Background: an optimization exercise with open tools, aiming at small area. Do not read the settings as production practice.
Where RTL was checked, it was by simulation tests only, not by an equivalence proof against the original.
Power figures rest on the tool's default switching activity, not on a simulated workload.

==> job 7034 <==
Design fir, start of the top module:
module fir(clk, din, reset, dout);
input clk;
input signed [7:0] din;
input reset;
output signed [15:0] dout;
reg [7:0] x1;
reg [7:0] x2;
reg [7:0] x3;
reg [7:0] x4;
reg [7:0] x5;
reg [7:0] x6;
reg [7:0] x7;
reg [7:0] x8;
reg [7:0] x9;
reg [7:0] x10;
reg [7:0] x11;
reg [7:0] x12;
wire rst_n = ~reset;
wire [7:0] d1;
an r1 (.a(rst_n), .b(din[0]), .y(d1[0]));
an r2 (.a(rst_n), .b(din[1]), .y(d1[1]));
an r3 (.a(rst_n), .b(din[2]), .y(d1[2]));
an r4 (.a(rst_n), .b(din[3]), .y(d1[3]));
an r5 (.a(rst_n), .b(din[4]), .y(d1[4]));
an r6 (.a(rst_n), .b(din[5]), .y(d1[5]));
an r7 (.a(rst_n), .b(din[6]), .y(d1[6]));
an r8 (.a(rst_n), .b(din[7]), .y(d1[7]));
wire [7:0] d2;
nd r9 (.a(rst_n), .b(x1[0]), .y(d2[0]));
nd r10 (.a(rst_n), .b(x1[1]), .y(d2[1]));
nd r11 (.a(rst_n), .b(x1[2]), .y(d2[2]));
nd r12 (.a(rst_n), .b(x1[3]), .y(d2[3]));
nd r13 (.a(rst_n), .b(x1[4]), .y(d2[4]));
nd r14 (.a(rst_n), .b(x1[5]), .y(d2[5]));
nd r15 (.a(rst_n), .b(x1[6]), .y(d2[6]));
an r16 (.a(rst_n), .b(x1[7]), .y(d2[7]));
wire [7:0] d3;
nr r17 (.a(reset), .b(x2[0]), .y(d3[0]));
nr r18 (.a(reset), .b(x2[1]), .y(d3[1]));
nr r19 (.a(reset), .b(x2[2]), .y(d3[2]));
nr r20 (.a(reset), .b(x2[3]), .y(d3[3]));
nr r21 (.a(reset), .b(x2[4]), .y(d3[4]));
nr r22 (.a(reset), .b(x2[5]), .y(d3[5]));
nr r23 (.a(reset), .b(x2[6]), .y(d3[6]));
nd r24 (.a(rst_n), .b(x2[7]), .y(d3[7]));
wire [7:0] d4;
nd r25 (.a(rst_n), .b(x3[0]), .y(d4[0]));
nd r26 (.a(rst_n), .b(x3[1]), .y(d4[1]));
nd r27 (.a(rst_n), .b(x3[2]), .y(d4[2]));
nd r28 (.a(rst_n), .b(x3[3]), .y(d4[3]));
nd r29 (.a(rst_n), .b(x3[4]), .y(d4[4]));
nd r30 (.a(rst_n), .b(x3[5]), .y(d4[5]));
nd r31 (.a(rst_n), .b(x3[6]), .y(d4[6]));
nr r32 (.a(reset), .b(x3[7]), .y(d4[7]));
wire [7:0] d5;
nr r33 (.a(reset), .b(x4[0]), .y(d5[0]));
nr r34 (.a(reset), .b(x4[1]), .y(d5[1]));
nr r35 (.a(reset), .b(x4[2]), .y(d5[2]));
nr r36 (.a(reset), .b(x4[3]), .y(d5[3]));
nr r37 (.a(reset), .b(x4[4]), .y(d5[4]));
nr r38 (.a(reset), .b(x4[5]), .y(d5[5]));
nr r39 (.a(reset), .b(x4[6]), .y(d5[6]));
nd r40 (.a(rst_n), .b(x4[7]), .y(d5[7]));
wire [7:0] d6;
  ...
clock: 6.5 ns
lec_check: 0
cap_margin: 20
core_margin: 2
core_utilization: 70
cts_buf_list: sky130_fd_sc_hd__clkbuf_4 sky130_fd_sc_hd__clkbuf_8
gpl_routability_driven: 0
gpl_timing_driven: 0
place_density: 0.8
slew_margin: 20
synth_hierarchical: 1
synth_minimum_keep_size: 0
standard.sh (not shown) runs the stock make flow with config.mk's settings and CLKGATE_MAP_FILE= SYNTH_SCRIPT=/design/flow/synth_recipe.tcl, a recipe that flattens the netlist after the stock synthesis.
==> flow/flow/run.sh <==
#!/bin/bash
# Layout flow: the standard flow (standard.sh, unchanged synthesis), with
# the ports buffered by the smallest buffer and no dummy loads on the clock tree.
set -euo pipefail
bash standard.sh \
  BUFFER_PORTS_ARGS="-buffer_cell sky130_fd_sc_hd__buf_1" \
  CTS_ARGS="-sink_clustering_enable -repair_clock_nets -buf_list {sky130_fd_sc_hd__clkbuf_4 sky130_fd_sc_hd__clkbuf_8} -dont_use_dummy_load" \
  finish > flow.log 2>&1
==> job 6022 (differences from job 7034) <==
- CORE_UTILIZATION: 70 -> 75
- PLACE_DENSITY: 0.8 -> 0.85
==> qor summary <==
Run status: job 6022 complete, but fails checks; job 7034 timing/DRC/antenna clean
Violated checks: job 6022 negative setup slack; job 7034 -
Cts repair resizes: job 6022 24; job 7034 15
Fraction of the core area covered by cells at the end of the flow: job 6022 0.8604; job 7034 0.7868
Most repeated library cell on the critical path: job 6022 sky130_fd_sc_hd__fa_1; job 7034 sky130_fd_sc_hd__fa_2
Maximum number of pins on one net before global-route repair: job 6022 45; job 7034 50
Worst-case headroom to the max-slew limit: job 6022 0.6276; job 7034 0.6332
Worst Setup EP: job 6022 y[13]; job 7034 y[14]
Static leakage: job 6022 2.544 nW; job 7034 2.491 nW
Clock-net power: job 6022 0.333 mW; job 7034 0.335 mW
Clk Latency, worst-skew pair: job 6022 0.37 ns; job 7034 0.38 ns
Via count of the first global-routing pass: job 6022 4125; job 7034 3735
Largest stage delay on the critical path: job 6022 0.61 ns; job 7034 0.56 ns
Area occupied by multi-input gates: job 6022 3747 µm²; job 7034 3672 µm²
Post-CTS Repair Setup Buffers: job 6022 4; job 7034 1
Average vias per placed instance: job 6022 6.295; job 7034 5.544
Worst IR Drop VDD: job 6022 0.3737 mV; job 7034 0.3690 mV
Areal power density over the cells: job 6022 460.0 nW/µm²; job 7034 405.3 nW/µm²
Die span in x: job 6022 92.89 µm; job 7034 96.01 µm
Final Total Pwr: job 6022 3.042 mW; job 7034 2.620 mW

==> exp/onyx: inputs <==
fir, a different RTL version from the one above (not shown whole).
Settings: LEC_CHECK=0, CAP_MARGIN=20, CORE_MARGIN=2, CORE_UTILIZATION=60, CTS_BUF_LIST=sky130_fd_sc_hd__clkbuf_4 sky130_fd_sc_hd__clkbuf_8, GPL_ROUTABILITY_DRIVEN=0, GPL_TIMING_DRIVEN=0, PLACE_DENSITY=0.7, SLEW_MARGIN=20, SYNTH_HIERARCHICAL=1, SYNTH_MINIMUM_KEEP_SIZE=0; clock period 6.5 ns.
Scripts as last shown in full above: flow/flow/run.sh
==> exp/cedar (differences from exp/onyx) <==
--- a/flow/design.v
+++ b/flow/design.v
@@ -25,127 +25,129 @@
 reg [7:0] x5;
 reg [7:0] x6;
 reg [7:0] x7;
 reg [7:0] x8;
 reg [7:0] x9;
 reg [7:0] x10;
 reg [7:0] x11;
 reg [7:0] x12;
-wire [0:0] rn, rp;
+wire [1:0] rn, rp;
 iv ri0 (.a(reset), .y(rn[0]));
 iv rj0 (.a(rn[0]), .y(rp[0]));
+iv ri1 (.a(reset), .y(rn[1]));
+iv rj1 (.a(rn[1]), .y(rp[1]));
 wire [7:0] d1;
 an r1 (.a(rn[0]), .b(din[0]), .y(d1[0]));
 an r2 (.a(rn[0]), .b(din[1]), .y(d1[1]));
 an r3 (.a(rn[0]), .b(din[2]), .y(d1[2]));
 an r4 (.a(rn[0]), .b(din[3]), .y(d1[3]));
-an r5 (.a(rn[0]), .b(din[4]), .y(d1[4]));
-an r6 (.a(rn[0]), .b(din[5]), .y(d1[5]));
-an r7 (.a(rn[0]), .b(din[6]), .y(d1[6]));
-an r8 (.a(rn[0]), .b(din[7]), .y(d1[7]));
+an r5 (.a(rn[1]), .b(din[4]), .y(d1[4]));
+an r6 (.a(rn[1]), .b(din[5]), .y(d1[5]));
+an r7 (.a(rn[1]), .b(din[6]), .y(d1[6]));
+an r8 (.a(rn[1]), .b(din[7]), .y(d1[7]));
 wire [7:0] d2;
 nd r9 (.a(rn[0]), .b(x1[0]), .y(d2[0]));
 nd r10 (.a(rn[0]), .b(x1[1]), .y(d2[1]));
 nd r11 (.a(rn[0]), .b(x1[2]), .y(d2[2]));
 nd r12 (.a(rn[0]), .b(x1[3]), .y(d2[3]));
-nd r13 (.a(rn[0]), .b(x1[4]), .y(d2[4]));
-nd r14 (.a(rn[0]), .b(x1[5]), .y(d2[5]));
-nd r15 (.a(rn[0]), .b(x1[6]), .y(d2[6]));
-an r16 (.a(rn[0]), .b(x1[7]), .y(d2[7]));
+nd r13 (.a(rn[1]), .b(x1[4]), .y(d2[4]));
+nd r14 (.a(rn[1]), .b(x1[5]), .y(d2[5]));
+nd r15 (.a(rn[1]), .b(x1[6]), .y(d2[6]));
+an r16 (.a(rn[1]), .b(x1[7]), .y(d2[7]));
 wire [7:0] d3;
 nr r17 (.a(rp[0]), .b(x2[0]), .y(d3[0]));
 nr r18 (.a(rp[0]), .b(x2[1]), .y(d3[1]));
 nr r19 (.a(rp[0]), .b(x2[2]), .y(d3[2]));
 nr r20 (.a(rp[0]), .b(x2[3]), .y(d3[3]));
-nr r21 (.a(rp[0]), .b(x2[4]), .y(d3[4]));
-nr r22 (.a(rp[0]), .b(x2[5]), .y(d3[5]));
-nr r23 (.a(rp[0]), .b(x2[6]), .y(d3[6]));
-nd r24 (.a(rn[0]), .b(x2[7]), .y(d3[7]));
+nr r21 (.a(rp[1]), .b(x2[4]), .y(d3[4]));
+nr r22 (.a(rp[1]), .b(x2[5]), .y(d3[5]));
+nr r23 (.a(rp[1]), .b(x2[6]), .y(d3[6]));
+nd r24 (.a(rn[1]), .b(x2[7]), .y(d3[7]));
 wire [7:0] d4;
 nd r25 (.a(rn[0]), .b(x3[0]), .y(d4[0]));
 nd r26 (.a(rn[0]), .b(x3[1]), .y(d4[1]));
 nd r27 (.a(rn[0]), .b(x3[2]), .y(d4[2]));
 nd r28 (.a(rn[0]), .b(x3[3]), .y(d4[3]));
-nd r29 (.a(rn[0]), .b(x3[4]), .y(d4[4]));
-nd r30 (.a(rn[0]), .b(x3[5]), .y(d4[5]));
-nd r31 (.a(rn[0]), .b(x3[6]), .y(d4[6]));
-nr r32 (.a(rp[0]), .b(x3[7]), .y(d4[7]));
+nd r29 (.a(rn[1]), .b(x3[4]), .y(d4[4]));
+nd r30 (.a(rn[1]), .b(x3[5]), .y(d4[5]));
+nd r31 (.a(rn[1]), .b(x3[6]), .y(d4[6]));
+nr r32 (.a(rp[1]), .b(x3[7]), .y(d4[7]));
 wire [7:0] d5;
 nr r33 (.a(rp[0]), .b(x4[0]), .y(d5[0]));
 nr r34 (.a(rp[0]), .b(x4[1]), .y(d5[1]));
 nr r35 (.a(rp[0]), .b(x4[2]), .y(d5[2]));
 nr r36 (.a(rp[0]), .b(x4[3]), .y(d5[3]));
-nr r37 (.a(rp[0]), .b(x4[4]), .y(d5[4]));
-nr r38 (.a(rp[0]), .b(x4[5]), .y(d5[5]));
-nr r39 (.a(rp[0]), .b(x4[6]), .y(d5[6]));
-nd r40 (.a(rn[0]), .b(x4[7]), .y(d5[7]));
+nr r37 (.a(rp[1]), .b(x4[4]), .y(d5[4]));
+nr r38 (.a(rp[1]), .b(x4[5]), .y(d5[5]));
+nr r39 (.a(rp[1]), .b(x4[6]), .y(d5[6]));
+nd r40 (.a(rn[1]), .b(x4[7]), .y(d5[7]));
 wire [7:0] d6;
 nd r41 (.a(rn[0]), .b(x5[0]), .y(d6[0]));
 nd r42 (.a(rn[0]), .b(x5[1]), .y(d6[1]));
 nd r43 (.a(rn[0]), .b(x5[2]), .y(d6[2]));
 nd r44 (.a(rn[0]), .b(x5[3]), .y(d6[3]));
-nd r45 (.a(rn[0]), .b(x5[4]), .y(d6[4]));
-nd r46 (.a(rn[0]), .b(x5[5]), .y(d6[5]));
-nd r47 (.a(rn[0]), .b(x5[6]), .y(d6[6]));
-nr r48 (.a(rp[0]), .b(x5[7]), .y(d6[7]));
+nd r45 (.a(rn[1]), .b(x5[4]), .y(d6[4]));
+nd r46 (.a(rn[1]), .b(x5[5]), .y(d6[5]));
+nd r47 (.a(rn[1]), .b(x5[6]), .y(d6[6]));
+nr r48 (.a(rp[1]), .b(x5[7]), .y(d6[7]));
 wire [7:0] d7;
 nr r49 (.a(rp[0]), .b(x6[0]), .y(d7[0]));
 nr r50 (.a(rp[0]), .b(x6[1]), .y(d7[1]));
 nr r51 (.a(rp[0]), .b(x6[2]), .y(d7[2]));
 nr r52 (.a(rp[0]), .b(x6[3]), .y(d7[3]));
-nr r53 (.a(rp[0]), .b(x6[4]), .y(d7[4]));
-nr r54 (.a(rp[0]), .b(x6[5]), .y(d7[5]));
-nr r55 (.a(rp[0]), .b(x6[6]), .y(d7[6]));
-nd r56 (.a(rn[0]), .b(x6[7]), .y(d7[7]));
+nr r53 (.a(rp[1]), .b(x6[4]), .y(d7[4]));
+nr r54 (.a(rp[1]), .b(x6[5]), .y(d7[5]));
+nr r55 (.a(rp[1]), .b(x6[6]), .y(d7[6]));
+nd r56 (.a(rn[1]), .b(x6[7]), .y(d7[7]));
 wire [7:0] d8;
 nd r57 (.a(rn[0]), .b(x7[0]), .y(d8[0]));
 nd r58 (.a(rn[0]), .b(x7[1]), .y(d8[1]));
 nd r59 (.a(rn[0]), .b(x7[2]), .y(d8[2]));
 nd r60 (.a(rn[0]), .b(x7[3]), .y(d8[3]));
-nd r61 (.a(rn[0]), .b(x7[4]), .y(d8[4]));
-nd r62 (.a(rn[0]), .b(x7[5]), .y(d8[5]));
-nd r63 (.a(rn[0]), .b(x7[6]), .y(d8[6]));
-nr r64 (.a(rp[0]), .b(x7[7]), .y(d8[7]));
+nd r61 (.a(rn[1]), .b(x7[4]), .y(d8[4]));
+nd r62 (.a(rn[1]), .b(x7[5]), .y(d8[5]));
+nd r63 (.a(rn[1]), .b(x7[6]), .y(d8[6]));
+nr r64 (.a(rp[1]), .b(x7[7]), .y(d8[7]));
 wire [7:0] d9;
 nr r65 (.a(rp[0]), .b(x8[0]), .y(d9[0]));
 nr r66 (.a(rp[0]), .b(x8[1]), .y(d9[1]));
 nr r67 (.a(rp[0]), .b(x8[2]), .y(d9[2]));
 nr r68 (.a(rp[0]), .b(x8[3]), .y(d9[3]));
-nr r69 (.a(rp[0]), .b(x8[4]), .y(d9[4]));
-nr r70 (.a(rp[0]), .b(x8[5]), .y(d9[5]));
-nr r71 (.a(rp[0]), .b(x8[6]), .y(d9[6]));
-nd r72 (.a(rn[0]), .b(x8[7]), .y(d9[7]));
+nr r69 (.a(rp[1]), .b(x8[4]), .y(d9[4]));
+nr r70 (.a(rp[1]), .b(x8[5]), .y(d9[5]));
+nr r71 (.a(rp[1]), .b(x8[6]), .y(d9[6]));
+nd r72 (.a(rn[1]), .b(x8[7]), .y(d9[7]));
 wire [7:0] d10;
 nd r73 (.a(rn[0]), .b(x9[0]), .y(d10[0]));
 nd r74 (.a(rn[0]), .b(x9[1]), .y(d10[1]));
 nd r75 (.a(rn[0]), .b(x9[2]), .y(d10[2]));
 nd r76 (.a(rn[0]), .b(x9[3]), .y(d10[3]));
-nd r77 (.a(rn[0]), .b(x9[4]), .y(d10[4]));
-nd r78 (.a(rn[0]), .b(x9[5]), .y(d10[5]));
-nd r79 (.a(rn[0]), .b(x9[6]), .y(d10[6]));
-nr r80 (.a(rp[0]), .b(x9[7]), .y(d10[7]));
+nd r77 (.a(rn[1]), .b(x9[4]), .y(d10[4]));
+nd r78 (.a(rn[1]), .b(x9[5]), .y(d10[5]));
+nd r79 (.a(rn[1]), .b(x9[6]), .y(d10[6]));
+nr r80 (.a(rp[1]), .b(x9[7]), .y(d10[7]));
 wire [7:0] d11;
 nr r81 (.a(rp[0]), .b(x10[0]), .y(d11[0]));
 nr r82 (.a(rp[0]), .b(x10[1]), .y(d11[1]));
 nr r83 (.a(rp[0]), .b(x10[2]), .y(d11[2]));
 nr r84 (.a(rp[0]), .b(x10[3]), .y(d11[3]));
-nr r85 (.a(rp[0]), .b(x10[4]), .y(d11[4]));
-nr r86 (.a(rp[0]), .b(x10[5]), .y(d11[5]));
-nr r87 (.a(rp[0]), .b(x10[6]), .y(d11[6]));
-nd r88 (.a(rn[0]), .b(x10[7]), .y(d11[7]));
+nr r85 (.a(rp[1]), .b(x10[4]), .y(d11[4]));
+nr r86 (.a(rp[1]), .b(x10[5]), .y(d11[5]));
+nr r87 (.a(rp[1]), .b(x10[6]), .y(d11[6]));
+nd r88 (.a(rn[1]), .b(x10[7]), .y(d11[7]));
 wire [7:0] d12;
 nd r89 (.a(rn[0]), .b(x11[0]), .y(d12[0]));
 nd r90 (.a(rn[0]), .b(x11[1]), .y(d12[1]));
 an r91 (.a(rn[0]), .b(x11[2]), .y(d12[2]));
 nd r92 (.a(rn[0]), .b(x11[3]), .y(d12[3]));
-nd r93 (.a(rn[0]), .b(x11[4]), .y(d12[4]));
-nd r94 (.a(rn[0]), .b(x11[5]), .y(d12[5]));
-nd r95 (.a(rn[0]), .b(x11[6]), .y(d12[6]));
-nr r96 (.a(rp[0]), .b(x11[7]), .y(d12[7]));
+nd r93 (.a(rn[1]), .b(x11[4]), .y(d12[4]));
+nd r94 (.a(rn[1]), .b(x11[5]), .y(d12[5]));
+nd r95 (.a(rn[1]), .b(x11[6]), .y(d12[6]));
+nr r96 (.a(rp[1]), .b(x11[7]), .y(d12[7]));
 always @(posedge clk) begin
   x1 <= d1;
   x2 <= d2;
   x3 <= d3;
   x4 <= d4;
   x5 <= d5;
   x6 <= d6;
   x7 <= d7;
@@ -742,24 +744,24 @@
 nr r97 (.a(rp[0]), .b(s53), .y(dy[0]));
 nr r98 (.a(rp[0]), .b(s68), .y(dy[1]));
 an r99 (.a(rn[0]), .b(s87), .y(dy[2]));
 nr r100 (.a(rp[0]), .b(s113), .y(dy[3]));
 an r101 (.a(rn[0]), .b(s139), .y(dy[4]));
 an r102 (.a(rn[0]), .b(s169), .y(dy[5]));
 an r103 (.a(rn[0]), .b(s317), .y(dy[6]));
 nr r104 (.a(rp[0]), .b(s354), .y(dy[7]));
-nr r105 (.a(rp[0]), .b(s355), .y(dy[8]));
-nr r106 (.a(rp[0]), .b(s356), .y(dy[9]));
-nr r107 (.a(rp[0]), .b(s357), .y(dy[10]));
-nr r108 (.a(rp[0]), .b(s358), .y(dy[11]));
-nr r109 (.a(rp[0]), .b(s359), .y(dy[12]));
-nr r110 (.a(rp[0]), .b(s360), .y(dy[13]));
-nr r111 (.a(rp[0]), .b(s361), .y(dy[14]));
-nr r112 (.a(rp[0]), .b(g352), .y(dy[15]));
+nr r105 (.a(rp[1]), .b(s355), .y(dy[8]));
+nr r106 (.a(rp[1]), .b(s356), .y(dy[9]));
+nr r107 (.a(rp[1]), .b(s357), .y(dy[10]));
+nr r108 (.a(rp[1]), .b(s358), .y(dy[11]));
+nr r109 (.a(rp[1]), .b(s359), .y(dy[12]));
+nr r110 (.a(rp[1]), .b(s360), .y(dy[13]));
+nr r111 (.a(rp[1]), .b(s361), .y(dy[14]));
+nr r112 (.a(rp[1]), .b(g352), .y(dy[15]));
 always @(posedge clk) begin
   y <= dy;
 end
 assign dout = y;
 endmodule
 module fa(a, b, ci, s, co);
 input a, b, ci;
 output s, co;
SETUP_SLACK_MARGIN = -0.3   (was default)
==> comparison <==
Of exp/cedar and exp/onyx, exp/onyx has the higher final cell count (gap 0.96%, measured against exp/onyx).
Of exp/onyx and exp/cedar, exp/onyx has the higher combinational power (gap about 6%, measured against exp/cedar).
Sequential power is about the same in exp/onyx and exp/cedar.
exp/cedar reached the layout checks and failed them: setup timing. exp/onyx produced a clean layout.
Of exp/onyx and exp/cedar, exp/onyx has the higher total power (gap about 3.6%, measured against exp/cedar).
Of exp/onyx and exp/cedar, exp/cedar has the higher first-iteration DRC count (gap 43%, measured against exp/cedar).
Worst hold slack: exp/cedar is worse than exp/onyx (0.0017 ns).
Synthesized area is about the same in exp/cedar and exp/onyx.
In critical path depth, exp/cedar and exp/onyx do not differ.
The RTL of exp/onyx was laid out without a check of its function.

[afterwards: timing with drivers on the ports]
In the flow no input, the clock included, has a driving cell. The finished layouts below were timed again as built, in two steps. Step 1, drivers: a clkbuf_16 drives clk and a buf_2 each remaining input, both assumed. Step 2, shift: input delay + t, output delay - t, t = (earliest + latest rising clock arrival at the registers) / 2. This alone moves slack from input paths to output paths. Three values: no drivers, after step 1, after step 2; two values: the first two.
run | shift t [ns] | slack for setup (ns) | worst slew at a driven data input, ns
job 7034 | 0.390 | 0.160 / 0.160 / -0.037 | 0.03
job 6022 | 0.382 | -0.241 / -0.241 / -0.325 | 0.03
exp/onyx | 0.414 | 0.195 / 0.195 / 0.045 | 0.03
exp/cedar | 0.394 | -0.034 / -0.034 / -0.034 | 0.03
With both steps, setup timing fails in job 7034, where it was met with ideal ports. For job 7034, which loses most, drivers alone change the setup slack by 0.000 ns; drivers and shift together by -0.197 ns.
